This is an optimization exercise on Yosys and OpenROAD, whose aim is small area, not a production implementation.
Only simulation tests tie the RTL to the original design; equivalence was not proved.
No driver is modelled on the clock port, so clocking that relies on it looks cheaper here than on a real chip.
Power figures rest on the tool's default switching activity, not on a simulated workload.

===== design/flow/flow/run.sh =====
#!/bin/bash
# The standard layout, with two changes:
#  - after the standard synthesis, its flip-flops are kept (same instances and cells) and the logic
#    between them is replaced by the one flow/handmap.py writes: the wide datapath as explicit
#    cells; the low add and the compare (module hm_fast) mapped by ABC with ORFS's
#    speed script, the rest of the control with an area script (flow/ctrl_area.abc);
#  - the port buffers are made from the smallest buffer cell;
#  - clock tree synthesis adds no dummy loads.
set -euo pipefail
WORK=$(pwd)
export BUFFER_PORTS_ARGS="-buffer_cell sky130_fd_sc_hd__buf_1"
export CTS_ARGS="-sink_clustering_enable -repair_clock_nets -buf_list {sky130_fd_sc_hd__clkbuf_4 sky130_fd_sc_hd__clkbuf_8} -dont_use_dummy_load"
RES=$WORK/orfs/results/$FLOW_PLATFORM/DMA/base
LOGS=$WORK/orfs/logs/$FLOW_PLATFORM/DMA/base
LIB=$FLOW_HOME/platforms/$FLOW_PLATFORM/lib/sky130_fd_sc_hd__tt_025C_1v80.lib
YOSYS=$FLOW_HOME/../tools/install/yosys/bin/yosys
[[ -x $YOSYS ]] || YOSYS=yosys

bash standard.sh synth > flow_synth.log 2>&1

cp $RES/1_2_yosys.v $WORK/1_2_yosys_standard.v
python3 $WORK/flow/handmap.py $WORK/1_2_yosys_standard.v $WORK/handmap.v 6 > handmap.log 2>&1
ABCARGS=$(grep -o -- "-liberty [^ ]*tt_025C_1v80.lib.* -constr" $LOGS/1_2_yosys.log | head -1 | sed 's/ -constr$//')
cat > $WORK/map.ys <<EOT
read_liberty -lib $LIB
read_verilog $WORK/handmap.v
hierarchy -top $FLOW_TOP
proc
opt_expr
opt_clean
techmap
opt -fast
abc -script $FLOW_HOME/scripts/abc_speed.script $ABCARGS -constr $WORK/orfs/objects/$FLOW_PLATFORM/DMA/base/abc.constr hm_fast
abc -script $WORK/flow/ctrl_area.abc $ABCARGS -constr $WORK/orfs/objects/$FLOW_PLATFORM/DMA/base/abc.constr $FLOW_TOP
flatten
hierarchy -top $FLOW_TOP
opt_clean -purge
rename -hide w:*.*
stat -liberty $LIB
write_verilog -noattr -nohex -nodec $WORK/1_2_yosys_handmap.v
EOT
$YOSYS -l map.log -q map.ys > /dev/null 2>&1
cp $WORK/1_2_yosys_handmap.v $RES/1_2_yosys.v
rm -f $RES/1_synth.odb $RES/1_synth.sdc

bash standard.sh > flow_layout.log 2>&1

===== design/flow/flow/ctrl_area.abc =====
strash
dc2
dch -f
map -a
topo

===== design/flow/flow/handmap.py =====
#!/usr/bin/env python3
"""Write the DMA netlist with a hand-built datapath.

usage: handmap.py STANDARD_NETLIST OUT.v [GROUP]

STANDARD_NETLIST is the standard synthesis of rtl/ (1_2_yosys.v); its flip-flops are kept as they
are (same instance names and cell type). The datapath between them is written here as cells:
 - addr_out_RAM[63:12]: A[63:12] + carry, as ripple chains of half adders in groups of GROUP bits,
   each group's carry-in being one AND gate of the low carry with all the address bits below the
   group (those all-ones prefixes by a chain of and2 across the groups);
 - every register with a hold: one a22o (load & new | hold & old);
 - the byte counter's +1: a half-adder chain.
The rest is left as expressions for ABC to map (see run.sh): the low 12-bit add and the compare
in module hm_fast, mapped for speed; the state machine and the load / hold
enables in DMA itself, mapped for area.
"""
import re
import sys

std, out = sys.argv[1], sys.argv[2]
G = int(sys.argv[3]) if len(sys.argv) > 3 else 6

txt = open(std).read()
flops = {}
for typ, name in re.findall(r'^\s*(sky130_fd_sc_hd__\w+)\s+(\\\S+|\S+)\s*\(', txt, re.M):
    if not typ.startswith('sky130_fd_sc_hd__df'):
        continue
    assert typ == 'sky130_fd_sc_hd__dfxtp_1', typ
    reg = name.lstrip('\\').split('$')[0]
    flops[reg] = name
assert len(flops) == 163, len(flops)

L = []
w = L.append


def q(reg):
    return 'q_' + re.sub(r'\W', '_', reg).strip('_')


def d(reg):
    return 'd_' + re.sub(r'\W', '_', reg).strip('_')


def bits(base, n):
    return [f'{base}[{i}]' for i in range(n)]


regs = (['valid_r', 'end_r', 'act2_r', 'newDAT_DAT', 'busy'] + bits('state', 2) + bits('cnt', 12)
        + bits('addr_r', 64) + bits('addr_out_RAM', 64) + bits('data_out_FIFO', 8)
        + bits('data_out_RAM', 8))
assert sorted(regs) == sorted(flops), set(regs) ^ set(flops)

ncell = [0]


def cell(typ, **pins):
    ncell[0] += 1
    conn = ', '.join(f'.{p}({n})' for p, n in pins.items())
    w(f'  sky130_fd_sc_hd__{typ} hm_{ncell[0]} ({conn});')


w('module DMA(clk_in_COM, write_in_COM, addr_in_COM, reset_in_COM, error_in_COM, data_in_RAM,')
w('  data_in_FIFO, full_FIFO, block_size_REG, continue_block_gap_REG, stop_block_gap_REG,')
w('  enable_transfer_mode_REG, transfer_complete_DAT, addr_out_RAM, data_out_RAM, data_out_FIFO,')
w('  busy, newDAT_DAT);')
w('  input clk_in_COM; input write_in_COM; input [95:0] addr_in_COM; input reset_in_COM;')
w('  input error_in_COM; input [7:0] data_in_RAM; input [7:0] data_in_FIFO; input full_FIFO;')
w('  input [11:0] block_size_REG; input continue_block_gap_REG; input stop_block_gap_REG;')
w('  input enable_transfer_mode_REG; input transfer_complete_DAT;')
w('  output [63:0] addr_out_RAM; output [7:0] data_out_RAM; output [7:0] data_out_FIFO;')
w('  output busy; output newDAT_DAT;')
for r in regs:
    w(f'  wire {q(r)}, {d(r)};')
for r in regs:
    w(f'  sky130_fd_sc_hd__dfxtp_1 {flops[r]} (.CLK(clk_in_COM), .D({d(r)}), .Q({q(r)}));')

# register inputs that are plain wires
w(f'  assign {d("valid_r")} = addr_in_COM[0];')
w(f'  assign {d("end_r")} = addr_in_COM[1];')
w(f'  assign {d("act2_r")} = addr_in_COM[5];')
for i in range(64):
    w(f'  assign {d(f"addr_r[{i}]")} = addr_in_COM[{32 + i}];')
# outputs
for i in range(64):
    w(f'  assign addr_out_RAM[{i}] = {q(f"addr_out_RAM[{i}]")};')
for i in range(8):
    w(f'  assign data_out_FIFO[{i}] = {q(f"data_out_FIFO[{i}]")};')
    w(f'  assign data_out_RAM[{i}] = {q(f"data_out_RAM[{i}]")};')
w(f'  assign busy = {q("busy")};')
w(f'  assign newDAT_DAT = {q("newDAT_DAT")};')

A = [q(f'addr_r[{i}]') for i in range(64)]
N = [q(f'cnt[{i}]') for i in range(12)]
s1, s0 = q('state[1]'), q('state[0]')

# ---- control, left to ABC
w('  wire kill = reset_in_COM | error_in_COM;')
w('  wire c2r = ~write_in_COM & enable_transfer_mode_REG;')
w('  wire run = ~kill & ~c2r;')
w(f'  wire tfr = {s1} & {s0};')
w(f'  wire stop = ~{s1} & ~{s0};')
w(f'  wire [11:0] cntv = {{{", ".join(reversed(N))}}};')
w('  wire lt;')
w('  wire ld = run & tfr & lt;')
w('  wire hold = run & ~stop & ~ld;')
w('  wire ldr = ~kill & c2r;')
w('  wire hldr = run & ~stop;')
w('  wire hcnt = tfr & ~ld;')
w(f'  assign {d("newDAT_DAT")} = |data_in_RAM;')
# state machine: STOP 00, FDS 01, CADR 10, TFR 11
w('  wire go = (write_in_COM | continue_block_gap_REG) & ~full_FIFO;')
w(f'  wire n1 = {s1} ? ({s0} ? lt : {q("act2_r")}) : ({s0} ? {q("valid_r")} : 1\'b0);')
w(f'  wire n0 = {s1} ? ({s0} ? (lt | ~({q("end_r")} | stop_block_gap_REG)) : '
  f'({q("act2_r")} | ~{q("end_r")})) : ({s0} ? ~{q("valid_r")} : go);')
w(f'  assign {d("state[1]")} = ~kill & (c2r ? {s1} : n1);')
w(f'  assign {d("state[0]")} = ~kill & (c2r ? {s0} : n0);')
w(f'  wire nb = {s1} ? {q("busy")} : ({s0} ? {q("valid_r")} : 1\'b0);')
w(f'  assign {d("busy")} = ~kill & (c2r ? {q("busy")} : nb);')
# low 12-bit add A[11:0] + N: module hm_fast, mapped for speed
starts = list(range(12, 64, G))
w('  wire [12:0] lo;')
w(f'  wire [11:0] alo = {{{", ".join(reversed(A[:12]))}}};')
# all-ones prefixes of the upper address bits, by hand: each group's bits ANDed by two nand3 and a
# nor2, then a chain of and2 across the groups; each group's carry-in is one AND gate with the
# low carry, which arrives last
for k, s in enumerate(starts[:-1]):
    w(f'  wire bn_{k}a, bn_{k}b, blk_{k};')
    bb = A[s:s + G]
    assert len(bb) == 6
    cell('nand3_1', A=bb[0], B=bb[1], C=bb[2], Y=f'bn_{k}a')
    cell('nand3_1', A=bb[3], B=bb[4], C=bb[5], Y=f'bn_{k}b')
    cell('nor2_1', A=f'bn_{k}a', B=f'bn_{k}b', Y=f'blk_{k}')
    w(f'  wire gp_{k + 1};')
    if k == 0:
        w(f'  assign gp_1 = blk_0;')
    else:
        cell('and2_1', A=f'gp_{k}', B=f'blk_{k}', X=f'gp_{k + 1}')
for k, s in enumerate(starts):
    if k == 0:
        w(f'  wire cg_{s} = lo[12];')
    else:
        w(f'  wire cg_{s};')
        cell('and2_1', A='lo[12]', B=f'gp_{k}', X=f'cg_{s}')
# the low add and the compare: module hm_fast, mapped for speed
w('  hm_fast fast (.alo(alo), .cnt(cntv), .bs(block_size_REG), .lo(lo), .lt(lt));')
F = []
F.append('module hm_fast(alo, cnt, bs, lo, lt);')
F.append('  input [11:0] alo; input [11:0] cnt; input [11:0] bs;')
F.append('  output [12:0] lo; output lt;')
F.append("  assign lo = {1'b0, alo} + {1'b0, cnt};")
F.append('  assign lt = cnt < bs;')
F.append('endmodule')


def a22o(out, a1, a2, b1, b2):
    cell('a22o_1', A1=a1, A2=a2, B1=b1, B2=b2, X=out)


# ---- upper 52 bits: half-adder ripple inside each group
for s in starts:
    e = min(s + G, 64)
    c = f'cg_{s}'
    for i in range(s, e):
        sm = f'su_{i}'
        w(f'  wire {sm};')
        if i == e - 1:
            cell('xor2_1', A=A[i], B=c, X=sm)
        else:
            nc = f'cu_{i + 1}'
            w(f'  wire {nc};')
            cell('ha_1', A=A[i], B=c, SUM=sm, COUT=nc)
            c = nc
        a22o(d(f'addr_out_RAM[{i}]'), 'ld', sm, 'hold', q(f'addr_out_RAM[{i}]'))
for i in range(12):
    a22o(d(f'addr_out_RAM[{i}]'), 'ld', f'lo[{i}]', 'hold', q(f'addr_out_RAM[{i}]'))
for i in range(8):
    a22o(d(f'data_out_FIFO[{i}]'), 'ld', f'data_in_RAM[{i}]', 'hold', q(f'data_out_FIFO[{i}]'))
    a22o(d(f'data_out_RAM[{i}]'), 'ldr', f'data_in_FIFO[{i}]', 'hldr', q(f'data_out_RAM[{i}]'))

# ---- byte counter +1: half-adder chain
w('  wire inc_0, pc_1;')
cell('inv_1', A=N[0], Y='inc_0')
w(f'  assign pc_1 = {N[0]};')
for i in range(1, 12):
    w(f'  wire inc_{i};')
    if i == 11:
        cell('xor2_1', A=N[i], B=f'pc_{i}', X=f'inc_{i}')
    else:
        w(f'  wire pc_{i + 1};')
        cell('ha_1', A=N[i], B=f'pc_{i}', SUM=f'inc_{i}', COUT=f'pc_{i + 1}')
for i in range(12):
    a22o(d(f'cnt[{i}]'), 'ld', f'inc_{i}', 'hcnt', N[i])

w('endmodule')
L += F
open(out, 'w').write('\n'.join(L) + '\n')

===== design/flow/standard.sh =====
#!/bin/bash
# synth_recipe.tcl (not shown) runs the flow's synth.tcl, then flattens the netlist and writes it again
# the make line also repeats each setting of config.mk as NAME=value (left out here)
make -C /OpenROAD-flow-scripts/flow DESIGN_CONFIG=/design/flow/config.mk WORK_HOME=/design/flow/orfs CLKGATE_MAP_FILE= SYNTH_SCRIPT=/design/flow/synth_recipe.tcl "${@:-finish}"

===== design/flow/config.mk =====
export PLATFORM = sky130hd
export DESIGN_NAME = DMA
export DESIGN_NICKNAME = DMA
export VERILOG_FILES = /design/flow/design.v
export SDC_FILE = /design/flow/constraint.sdc
export NUM_CORES = 4
export LEC_CHECK = 0
export CAP_MARGIN = 20
export CORE_MARGIN = 2
export CORE_UTILIZATION = 65
export CTS_BUF_LIST = sky130_fd_sc_hd__clkbuf_4 sky130_fd_sc_hd__clkbuf_8
export SLEW_MARGIN = 20

===== design/flow/constraint.sdc =====
create_clock -name core_clock -period 4.0 [get_ports {clk_in_COM}]
set_input_delay 0.8000 -clock core_clock [delete_from_list [all_inputs] [get_ports {clk_in_COM}]]
set_output_delay 0.8000 -clock core_clock [all_outputs]
set_load 0.01 [all_outputs]

===== design/flow/design.v =====
module DMA(
	clk_in_COM,
	write_in_COM,
	addr_in_COM,
	reset_in_COM,
	error_in_COM,
	data_in_RAM,
	data_in_FIFO,
	full_FIFO,
	block_size_REG,
	continue_block_gap_REG,
	stop_block_gap_REG,
	enable_transfer_mode_REG,
	transfer_complete_DAT,
	addr_out_RAM,
	data_out_RAM,
	data_out_FIFO,
	busy,
	newDAT_DAT
);
	input clk_in_COM;
	input write_in_COM;
	input [95:0] addr_in_COM;
	input reset_in_COM;
	input error_in_COM;
	input [7:0] data_in_RAM;
	input [7:0] data_in_FIFO;
	input full_FIFO;
	input [11:0] block_size_REG;
	input continue_block_gap_REG;
	input stop_block_gap_REG;
	input enable_transfer_mode_REG;
	input transfer_complete_DAT;
	output reg [63:0] addr_out_RAM;
	output reg [7:0] data_out_RAM;
	output reg [7:0] data_out_FIFO;
	output reg busy;
	output reg newDAT_DAT;
	reg        valid_r, end_r, act2_r;
	reg [63:0] addr_r;
	localparam [1:0] ST_STOP = 2'd0, ST_FDS = 2'd1, ST_CADR = 2'd2, ST_TFR = 2'd3;
	reg [1:0]  state;
	reg [11:0] cnt;
	wire kill = reset_in_COM | error_in_COM;
	wire c2r  = ~write_in_COM & enable_transfer_mode_REG;
	wire run  = ~kill & ~c2r;
	wire tfr  = (state == ST_TFR);
	wire lt   = cnt < block_size_REG;
	wire ld   = run & tfr & lt;                          
	wire hold = run & (state != ST_STOP) & ~ld;          
	wire ldr  = ~kill & c2r;                             
	wire hldr = run & (state != ST_STOP);                
	wire hcnt = tfr & ~ld;                               
	wire [12:0] lo  = {1'b0, addr_r[11:0]} + {1'b0, cnt};
	wire [51:0] hi  = addr_r[63:12] + {51'd0, lo[12]};
	wire [63:0] sum = {hi, lo[11:0]};
	wire [11:0] inc = cnt + 12'd1;
	always @(posedge clk_in_COM) begin
		valid_r    <= addr_in_COM[0];
		end_r      <= addr_in_COM[1];
		act2_r     <= addr_in_COM[5];
		addr_r     <= addr_in_COM[95:32];
		newDAT_DAT <= |data_in_RAM;
		addr_out_RAM  <= ({64{ld}} & sum) | ({64{hold}} & addr_out_RAM);
		data_out_FIFO <= ({8{ld}} & data_in_RAM) | ({8{hold}} & data_out_FIFO);
		data_out_RAM  <= ({8{ldr}} & data_in_FIFO) | ({8{hldr}} & data_out_RAM);
		cnt           <= ({12{ld}} & inc) | ({12{hcnt}} & cnt);
		if (kill) begin
			busy  <= 1'b0;
			state <= ST_STOP;
		end else if (!c2r) begin
			case (state)
				ST_STOP: begin
					busy <= 1'b0;
					if ((write_in_COM | continue_block_gap_REG) & ~full_FIFO)
						state <= ST_FDS;
				end
				ST_FDS: begin
					busy <= valid_r;
					if (valid_r)
						state <= ST_CADR;
				end
				ST_CADR: begin
					if (act2_r)
						state <= ST_TFR;
					else if (end_r)
						state <= ST_STOP;
					else
						state <= ST_FDS;
				end
				default: begin
					if (!lt)
						state <= (end_r | stop_block_gap_REG) ? ST_STOP : ST_FDS;
				end
			endcase
		end
	end
endmodule

==> results.txt, run 1 <==
The flow ran to the end and the layout has no timing, DRC or antenna violations. The placement-stage cell area is 0.006775 mm2. The buffer count from post-CTS setup fixing came out at 0. The critical path goes through xnor2_1, or4_1, nand2b_1, o211ai_2, maj3_1, maj3_1, and2_1, ha_1, ha_1, ha_1, ha_1, ha_1, xor2_1, a22o_1. The nature of the critical path endpoint is a flip-flop.

The kind of start point of the critical path is a flip-flop. The post-synthesis cell area came out at 0.005868 mm2. The layout overhead on the synthesized area is 19.45%. The maximum level of the CTS H-tree came out at 4.

The placement-stage worst setup slack is 242.3 ps. For this design the top-level I/O count stands at 215. The overflow left after global routing came out at 0.

The pre-antenna-repair detailed-routing pass consisted of 5 iterations. The number of inserted diodes came out at 0. The hold buffer count at CTS is 0. The cell with the biggest individual delay on the critical path is sky130_fd_sc_hd__dfxtp_1. The delay of the slowest cell on the worst path is 580 ps.

The CTS tree is done. The clock transition time at the flip-flop clock pins of the worst setup and hold paths came out at 90 ps. The final net count came out at 885. The standard-cell row count came out at 34.

The class of the worst hold path is input pin to flip-flop. In this run the clock root is driven by a sky130_fd_sc_hd__clkbuf_8. The share of layout cells above drive strength 1 is 4.448%. For the worst setup path, the data arrival time is 3970 ps. The final count of pins violating max slew is 0. Once the clock tree was built, the resizer swapped 0 gates to a different size. The total wirelength of the detailed-routed design is 12290 um. The final count of negative-setup-slack endpoints is 0. The initial antenna violation count came to 0. The final number of hold-violating endpoints came out at 0.

Counting the buffers created by CTS gives 17. The critical path in this run is classified as flip-flop to flip-flop. The pin count of the biggest net entering global routing is 62.

The area of the core came out at 0.008721 mm2. The total via count after detailed routing came out at 4482. The HPWL after detailed placement is 8911 um. The share of the core filled with cells in the final layout is 80.37%. For the pin with the worst max-slew slack, the measured transition is 916.1 ps. The maximum vdd drop came out at 0.0002437 V.

Counting along the longest clock path gives a buffer depth of 2. The total number of yosys warnings came out at 1. The clock sink count came out at 163. The area of the multi-input gates is 0.002541 mm2. The residual DRC count came out at 0. The count of filler cells inserted in the layout is 590. The post-detailed-route wirelength per cell is 15.27 um. For the worst setup path, the data required time is 4320 ps. The area used by sequential logic in the layout is 0.003263 mm2. The dominant cell type by count on the critical path is sky130_fd_sc_hd__ha_1. The final weighted congestion of routability-driven global placement is 0.8826.

Setup total negative slack on the finished layout was measured at 0 ps. Summed over all cells, the static leakage comes to 2.855 nW. The minimum clock period came out at 3651 ps. Setup repair after global routing left no endpoint under its margin. The post-route fraction of the period consumed by the critical path came out at 91.28%. The ratio of total power to cell area is 375.4 mW/mm2. The final design area excluding fillers is 0.007009 mm2. Across all setup checks in the final design, the least slack found is 348.9 ps. After synthesis, the mean cell area works out to 11.90 um2. Dividing the detail-routed via count by the number of cells gives 5.568. The maximum frequency from static timing analysis is 273.9 MHz. The number of port buffers is 184. Synthesis produced a netlist whose cell count is 493.

The first global-routing pass estimated 19590 um of wire. The die area came out at 0.009804 mm2. The antenna violation net count after detailed routing came out at 0.

The die is 99.02 um wide. Synthesis produced a netlist with a net count of 679. The number of global-route vias before repair came out at 4275. The peak fanout along the critical path came out at 11. The worst pin sits at a relative slew slack of 38.78%. The starting utilization of the core area is 67.29%. The number of maximum-capacitance violations came out at 0. The first-iteration detailed-routing DRC count came out at 164. The chip height came out at 99.02 um. The insertion delay of the later-clocked pin in the worst-skew pair is 440 ps. Global routing consumed, over all layers together, 25.21% of the routing resources.

The worst-case clock skew is 36.56 ps.
worst max-delay path: cells and delay by family, from the launching register on:
| kind | cells | cell delay, ps |
|---|---|---|
| flip-flops | 1 | 580 |
| AO/OA/AOI/OAI | 2 | 320 |
| adder cells (fa/ha/maj) | 7 | 1830 |
| XOR/XNOR | 2 | 340 |
| AND/OR/NAND/NOR | 3 | 460 |
report_power, final:
part	total [W]	switching, W	internal [W]
clock network	0.000848	0.000473	0.000375
logic	0.0000965	0.0000471	0.0000494
registers	0.00169	0.0000254	0.00166
total	0.00263	0.000545	0.00209
final timing paths:
kind                                         end  cells past startpoint  slack (ps)              from
worst min register to register  addr_out_RAM[31]                      1         470  addr_out_RAM[31]
worst max-delay path            addr_out_RAM[35]                     14         350            cnt[5]
worst min-delay path                  addr_r[53]                      1         450   addr_in_COM[85]
worst max register to register  addr_out_RAM[35]                     14         350            cnt[5]
per-stage QoR:
| step | hold slack (ps) | power (W) | cells |
|---|---|---|---|
| after floorplan | 465.2 | 0.001764 | 493 |
| after global placement | 453.7 | 0.001812 | 788 |
| after detailed placement | 455.2 | 0.001819 | 788 |
| after CTS | 413.9 | 0.002657 | 805 |
| after global routing | 403.0 | 0.002737 | 805 |
| final | 445.0 | 0.002631 | 805 |
cells in the final DEF (no fill, tap or decap), types with 2 or more instances in the layout:
master                      count
sky130_fd_sc_hd__a2111oi_0      2
sky130_fd_sc_hd__a21oi_1        4
sky130_fd_sc_hd__a221oi_1       2
sky130_fd_sc_hd__a22o_1        92
sky130_fd_sc_hd__a22oi_1        2
sky130_fd_sc_hd__and2_1        15
sky130_fd_sc_hd__buf_1        184
sky130_fd_sc_hd__buf_12         2
sky130_fd_sc_hd__buf_4          5
sky130_fd_sc_hd__clkbuf_8      17
sky130_fd_sc_hd__clkinv_1       6
sky130_fd_sc_hd__dfxtp_1      163
sky130_fd_sc_hd__ha_1          53
sky130_fd_sc_hd__inv_1         12
sky130_fd_sc_hd__maj3_1         9
sky130_fd_sc_hd__maj3_2         2
sky130_fd_sc_hd__nand2_1       15
sky130_fd_sc_hd__nand2b_1       2
sky130_fd_sc_hd__nand3_1       19
sky130_fd_sc_hd__nor2_1        23
sky130_fd_sc_hd__nor3_1         2
sky130_fd_sc_hd__nor4_1         2
sky130_fd_sc_hd__o211ai_1       2
sky130_fd_sc_hd__o21ai_0        9
sky130_fd_sc_hd__xnor2_1       21
sky130_fd_sc_hd__xor2_1        16
registers in the layout (all words and copies together) (netlist names):
signal         cells
data_out_FIFO      8
act2_r             1
addr_out_RAM      64
valid_r            1
cnt               12
state              2
addr_r            64
data_out_RAM       8
newDAT_DAT         1
busy               1
end_r              1
per-layer routing:
metal	share of wire [%]	track usage [%]	vias up
met1	42	30.58	2075
met3	7.1	8.298	24
met5	0	0	-
met4	2.4	11.38	0
li1	-	-	2212
met2	48	40.90	171
area by class of cell:
class | count | share of cell area [%]
Tap cell | 108 | 1.928
Multi-Input combinational cell | 308 | 36.25
Inverter | 18 | 0.9639
Timing Repair Buffer | 191 | 10.96
Clock buffer | 17 | 3.338
Sequential cell | 163 | 46.55
==> run 2: changes to the inputs <==
--- a/design/flow/flow/run.sh
+++ b/design/flow/flow/run.sh
@@ -4,6 +4,7 @@
 #    between them is replaced by the one flow/handmap.py writes: the wide datapath as explicit
-#    cells; the low add and the compare (module hm_fast) mapped by ABC with ORFS's
-#    speed script, the rest of the control with an area script (flow/ctrl_area.abc);
+#    cells; the low add, compare and group carries (module hm_fast) mapped by ABC with flow/fast.abc (delay-oriented),
+#    the rest of the control with an area script (flow/ctrl_area.abc);
 #  - the port buffers are made from the smallest buffer cell;
-#  - clock tree synthesis adds no dummy loads.
+#  - clock tree synthesis adds no dummy loads, and afterwards flow/cts_trim.tcl swaps clock
+#    buffers for smaller ones while the flip-flop clock slews stay well under the limit.
 set -euo pipefail
@@ -32,3 +33,3 @@
 opt -fast
-abc -script $FLOW_HOME/scripts/abc_speed.script $ABCARGS -constr $WORK/orfs/objects/$FLOW_PLATFORM/DMA/base/abc.constr hm_fast
+abc -script $WORK/flow/fast.abc $ABCARGS -constr $WORK/orfs/objects/$FLOW_PLATFORM/DMA/base/abc.constr hm_fast
 abc -script $WORK/flow/ctrl_area.abc $ABCARGS -constr $WORK/orfs/objects/$FLOW_PLATFORM/DMA/base/abc.constr $FLOW_TOP
@@ -45,2 +46,4 @@
 
+bash standard.sh cts > flow_cts.log 2>&1
+LIB=$LIB RES=$RES openroad -no_init -exit $WORK/flow/cts_trim.tcl > cts_trim.log 2>&1
 bash standard.sh > flow_layout.log 2>&1
==> design/flow/flow/cts_trim.tcl (new file) <==
set limit 0.112
read_liberty $::env(LIB)
read_db $::env(RES)/4_cts.odb
read_sdc $::env(RES)/4_cts.sdc
source $::env(FLOW_HOME)/platforms/$::env(FLOW_PLATFORM)/setRC.tcl
estimate_parasitics -placement

proc maxslew {} {
  set w 0
  foreach p [get_pins -hierarchical */CLK] {
    set s [expr max([get_property $p slew_max_rise],[get_property $p slew_max_fall])]
    if {$s > $w} {set w $s}
  }
  return $w
}

set cands {}
foreach inst [get_cells -filter "ref_name==sky130_fd_sc_hd__clkbuf_8"] {
  set out [get_pins -of_objects $inst -filter "direction==output"]
  set n [llength [get_pins -of_objects [get_nets -of_objects $out] -filter "direction==input"]]
  lappend cands [list $n [get_full_name $inst]]
}
puts "clock slew before: [maxslew]"
foreach c [lsort -integer -index 0 $cands] {
  lassign $c n name
  set inst [get_cells $name]
  replace_cell $inst sky130_fd_sc_hd__clkbuf_4
  estimate_parasitics -placement
  set s [maxslew]
  if {$s > $limit} {
    replace_cell $inst sky130_fd_sc_hd__clkbuf_8
    estimate_parasitics -placement
    puts "keep $name (fanout $n): slew would be $s"
  } else {
    puts "clkbuf_4 for $name (fanout $n): slew $s"
  }
}
puts "clock slew after: [maxslew]"
write_db $::env(RES)/4_cts.odb
==> design/flow/flow/fast.abc (new file) <==
strash
&get -n
&st
&dch
&nf
&put
topo
--- a/design/flow/flow/handmap.py
+++ b/design/flow/flow/handmap.py
@@ -8,8 +8,7 @@
  - addr_out_RAM[63:12]: A[63:12] + carry, as ripple chains of half adders in groups of GROUP bits,
-   each group's carry-in being one AND gate of the low carry with all the address bits below the
-   group (those all-ones prefixes by a chain of and2 across the groups);
+   each group's carry-in being the low carry ANDed with all the address bits below the group;
  - every register with a hold: one a22o (load & new | hold & old);
  - the byte counter's +1: a half-adder chain.
-The rest is left as expressions for ABC to map (see run.sh): the low 12-bit add and the compare
-in module hm_fast, mapped for speed; the state machine and the load / hold
+The rest is left as expressions for ABC to map (see run.sh): the low 12-bit add, the compare and
+the group carries in module hm_fast, mapped for speed; the state machine and the load / hold
 enables in DMA itself, mapped for area.
@@ -119,35 +118,19 @@
 w(f'  assign {d("busy")} = ~kill & (c2r ? {q("busy")} : nb);')
-# low 12-bit add A[11:0] + N: module hm_fast, mapped for speed
+# low 12-bit add, compare and the carries into the upper groups: module hm_fast, mapped for speed
 starts = list(range(12, 64, G))
+w(f'  wire [11:0] alo = {{{", ".join(reversed(A[:12]))}}};')
+w(f'  wire [51:0] ahi = {{{", ".join(reversed(A[12:]))}}};')
 w('  wire [12:0] lo;')
-w(f'  wire [11:0] alo = {{{", ".join(reversed(A[:12]))}}};')
-# all-ones prefixes of the upper address bits, by hand: each group's bits ANDed by two nand3 and a
-# nor2, then a chain of and2 across the groups; each group's carry-in is one AND gate with the
-# low carry, which arrives last
-for k, s in enumerate(starts[:-1]):
-    w(f'  wire bn_{k}a, bn_{k}b, blk_{k};')
-    bb = A[s:s + G]
-    assert len(bb) == 6
-    cell('nand3_1', A=bb[0], B=bb[1], C=bb[2], Y=f'bn_{k}a')
-    cell('nand3_1', A=bb[3], B=bb[4], C=bb[5], Y=f'bn_{k}b')
-    cell('nor2_1', A=f'bn_{k}a', B=f'bn_{k}b', Y=f'blk_{k}')
-    w(f'  wire gp_{k + 1};')
-    if k == 0:
-        w(f'  assign gp_1 = blk_0;')
-    else:
-        cell('and2_1', A=f'gp_{k}', B=f'blk_{k}', X=f'gp_{k + 1}')
+w(f'  wire [{len(starts) - 1}:0] cg;')
+w('  hm_fast fast (.alo(alo), .ahi(ahi), .cnt(cntv), .bs(block_size_REG), .lo(lo), .lt(lt), .cg(cg));')
 for k, s in enumerate(starts):
-    if k == 0:
-        w(f'  wire cg_{s} = lo[12];')
-    else:
-        w(f'  wire cg_{s};')
-        cell('and2_1', A='lo[12]', B=f'gp_{k}', X=f'cg_{s}')
-# the low add and the compare: module hm_fast, mapped for speed
-w('  hm_fast fast (.alo(alo), .cnt(cntv), .bs(block_size_REG), .lo(lo), .lt(lt));')
+    w(f'  wire cg_{s} = cg[{k}];')
 F = []
-F.append('module hm_fast(alo, cnt, bs, lo, lt);')
-F.append('  input [11:0] alo; input [11:0] cnt; input [11:0] bs;')
-F.append('  output [12:0] lo; output lt;')
+F.append('module hm_fast(alo, ahi, cnt, bs, lo, lt, cg);')
+F.append('  input [11:0] alo; input [51:0] ahi; input [11:0] cnt; input [11:0] bs;')
+F.append(f'  output [12:0] lo; output lt; output [{len(starts) - 1}:0] cg;')
 F.append("  assign lo = {1'b0, alo} + {1'b0, cnt};")
 F.append('  assign lt = cnt < bs;')
+for k, s in enumerate(starts):
+    F.append(f'  assign cg[{k}] = lo[12]' + (f' & (&ahi[{s - 13}:0]);' if s > 12 else ';'))
 F.append('endmodule')
==> results.txt, run 2 <==
The final count of negative-setup-slack endpoints came out at 0 (unchanged). The minimum clock period came out at 3659 ps (+7.768 ps). In this run the critical register-to-register path is captured at addr_out_RAM[29]. The proportion of power drawn by the clock network is 28.1% (-4.1 points).

The clock sink count came out at 163 (unchanged). The required time of the critical path came out at 4420 ps (+100 ps). The number of global-route vias before repair is 4261 (-0.33%). The starting utilization of the core area is 66.41% (-0.88 points). The number of cells on the worst reg-to-reg path is 14 (unchanged). The overflow left after global routing is 0 (unchanged). The critical path is of the flip-flop to flip-flop type. The clock transition time at the flip-flop clock pins of the worst setup and hold paths came out at 110 ps (+20 ps). The antenna violation net count after detailed routing is 0 (unchanged). The worst setup margin is 341.1 ps (-7.768 ps). The number of inserted diodes came to 0 (unchanged).

The relative max-transition margin came to 38.29% (-0.49 points). The worst setup path startpoint is cnt[3]. The transition time of the tightest slew-check pin came to 918.6 ps (+2.521 ps). The top-level I/O count was 215 (unchanged). The maximum vdd drop is 0.0002365 V (-2.9%).

The layout overhead on the synthesized area is 18.45%. The post-route fraction of the period consumed by the critical path was 91.47% (+0.19 points). The total number of yosys warnings is 1 (unchanged). The ratio of total power to cell area came out at 362.8 mW/mm2 (-3.4%). The reg2reg setup slack came to 340 ps (about the same). The all-layer global routing usage came out at 24.72% (-0.50 points). The final net count came out at 873 (-1.4%).

The clock buffer count from CTS came out at 17 (unchanged). The post-detailed-route wirelength per cell came out at 15.11 um (-1.0%). The final number of hold-violating endpoints came out at 0 (unchanged). The pin count of the biggest net entering global routing is 74 (+19%). In this run the clock root is driven by a sky130_fd_sc_hd__clkbuf_8. The logic gate share of total power was 3.9% (+0.2 points). The total wirelength of the detailed-routed design came out at 11980 um (-2.5%). The placement-stage cell area was 0.006670 mm2 (-1.6%). The critical path data arrival time was 4070 ps (+100 ps). The placement-stage worst setup slack came out at 216.1 ps (-26.14 ps). The power spent charging and discharging nets is 0.0005303 W (-2.8%).

The worst-case clock skew came out at 35.41 ps (-1.155 ps). The number of standard cells in the layout, taps in and fillers out is 793 (-1.5%). The number of maximum-capacitance violations came out at 0 (unchanged).

The mean instance size in the synthesized netlist came out at 12.03 um2 (+1.1%). The area of the core came out at 0.008678 mm2 (-0.49%). The HPWL after detailed placement is 8776 um (-1.5%). The residual DRC count came out at 0 (unchanged). The peak fanout along the critical path was 6 (-5). The chip height is 98.16 um (-0.86%). The portion of total power attributed to sequential cells is 68.0% (+3.9 points).

The final count of pins violating max slew is 0 (unchanged). The synthesized instance count is 479 (-2.8%). The number of placed instances, taps included is 776 (-1.5%). The setup TNS was 0 ps (unchanged).

TritonCTS built the clock tree. The internal power is 0.001946 W (-6.7%). The global-route wire length before repair came out at 19220 um (-1.9%). The ratio of routed vias to standard cells is 5.584 (+0.29%).

In the layout the commonest cells are 184 x sky130_fd_sc_hd__buf_1, 163 x sky130_fd_sc_hd__dfxtp_1, 92 x sky130_fd_sc_hd__a22o_1. The standard-cell row count was 34 (unchanged). The post-synthesis cell area is 0.005763 mm2 (-1.8%).

The maximum frequency from static timing analysis is 273.3 MHz (-0.21%). The total via count after detailed routing came out at 4428 (-1.2%). The share of layout cells above drive strength 1 is 3.796% (-0.65 points). The worst setup path is captured at a flip-flop. The first-pass iteration count of the detailed router came out at 5 (unchanged). The die area came out at 0.009635 mm2 (-1.7%). The die span in x is 98.16 um (-0.86%). The worst setup path is launched from a flip-flop.

The launching point of the worst reg2reg path is cnt[3]. The share of the core filled with cells in the final layout was 78.66% (-1.7 points). The final weighted congestion of routability-driven global placement was 0.8212 (-7.0%). The insertion delay of the later-clocked pin in the worst-skew pair was 510 ps (+70 ps). The initial antenna violation count came out at 0 (unchanged). The maximum level of the CTS H-tree came out at 4 (unchanged).

The worst hold path belongs to the class input pin to flip-flop. The number of port buffers came out at 184 (unchanged). Setup repair after global routing left no endpoint under its margin. The run finished with no timing, DRC or antenna violations. The number of nets produced by synthesis was 665 (-2.1%).

The proportion of total power due to net switching came to 21.41% (+0.69 points). The buffer depth of the longest clock path is 2 (unchanged). The first-iteration detailed-routing DRC count is 140 (-15%).

The leakage power of the design came out at 2.809 nW (-1.6%). In the final layout, the registers with the most flip-flops are addr_out_RAM x64, addr_r x64, cnt x12. The final design area excluding fillers was 0.006827 mm2 (-2.6%). The leading cell type in the layout, fill and taps excluded is sky130_fd_sc_hd__buf_1. The critical path ends at addr_out_RAM[29].
[run 2: metrics by stage]
stage	power (W)	hold WS, ps
3_3_place_gp	0.001810	454.3
6_report	0.002476	370.8
5_1_grt	0.002572	311.7
2_1_floorplan	0.001762	494.4
4_1_cts	0.002653	423.1
3_5_place_dp	0.001818	454.2
[run 2: routing by layer]
layer  track usage [%]  wire (um)  vias up
met5                 0          0        -
met4             8.325        223        0
met3             6.371        618       18
met2             43.41       6013      137
met1             29.58       5126     2094
li1                  -          -     2179
[run 2: critical path: stages, from the launching register on]
cell and delay [ps]:
sky130_fd_sc_hd__dfxtp_1 450, sky130_fd_sc_hd__xor2_1 160, sky130_fd_sc_hd__and3_1 230, sky130_fd_sc_hd__a311oi_1 390, sky130_fd_sc_hd__o21ai_1 220, sky130_fd_sc_hd__a21oi_2 230
sky130_fd_sc_hd__o221a_1 360, sky130_fd_sc_hd__and3b_1 220, sky130_fd_sc_hd__ha_1 200, sky130_fd_sc_hd__ha_1 180, sky130_fd_sc_hd__ha_1 190, sky130_fd_sc_hd__ha_1 190
sky130_fd_sc_hd__ha_1 190, sky130_fd_sc_hd__xor2_1 140, sky130_fd_sc_hd__a22o_1 230
[run 2: worst min-delay path by stage]
stage                                 from          endpoint  slack, ps  cells after the start
after floorplan                   state[1]          state[1]        490                      2
after global placement    addr_out_RAM[17]  addr_out_RAM[17]        450                      1
after detailed placement   addr_out_RAM[0]   addr_out_RAM[0]        450                      1
after CTS                  addr_in_COM[86]        addr_r[54]        420                      1
after global routing       addr_in_COM[85]        addr_r[53]        310                      1
final                      addr_in_COM[85]        addr_r[53]        370                      1
[run 2: power groups by stage]
stage / combinational (W) / clock [W] / sequential, W
CTS: 0.0000980 / 0.000871 / 0.00168
global placement: 0.0000917 / 0 / 0.00172
finish: 0.0000976 / 0.000695 / 0.00168
global route: 0.000111 / 0.000773 / 0.00169
detailed placement: 0.0000971 / 0 / 0.00172
floorplan: 0.0000460 / 0 / 0.00172
[run 2: final cells by class]
| cell class | count | area (um2) |
|---|---|---|
| tap | 108 | 135.1 |
| fill | 629 | 1852 |
| inverter | 14 | 52.55 |
| sequential | 163 | 3263 |
| multi-input combinational | 302 | 2470 |
| timing repair buffer | 189 | 753.2 |
| clock buffer | 17 | 152.6 |
[run 2: what timing repair did]
action / CTS / global route
setup endpoints to repair: 0 / 12
hold buffers: 0 / 0
buffers inserted: 0 / 0
gates resized for setup: 0 / 2

[port drivers added, routing unchanged]
The results above use ideal ports. As a check the final layouts listed here were re-extracted and re-timed, cells and wires unchanged.
Step 1 assumes that a clkbuf_16 drives the clock port and a buf_2 every other input.
Step 2 adds t to the input delays and takes it off the output delays; t is the mean of the earliest and latest rising clock arrival at the registers after step 1. Input paths then give back, and output paths get back, about the clock's delay inside the block.
Three values: ideal ports, drivers, drivers and shift; two values: the first two.
run | t (ns) | slack for setup (ns) | hold slack, ns | worst setup path at the end | pins driven straight from the clock port
run 1 | 0.452 | 0.349 / 0.349 / 0.157 | 0.445 / 0.435 / 0.473 | input to register | 1
run 2 | 0.522 | 0.341 / 0.341 / 0.341 | 0.371 / 0.370 / 0.475 | register to register | 1
After both steps setup and hold are still met in every run listed. The setup slack of run 1, which loses most, moves by 0.000 ns with the drivers and by -0.192 ns with both steps.
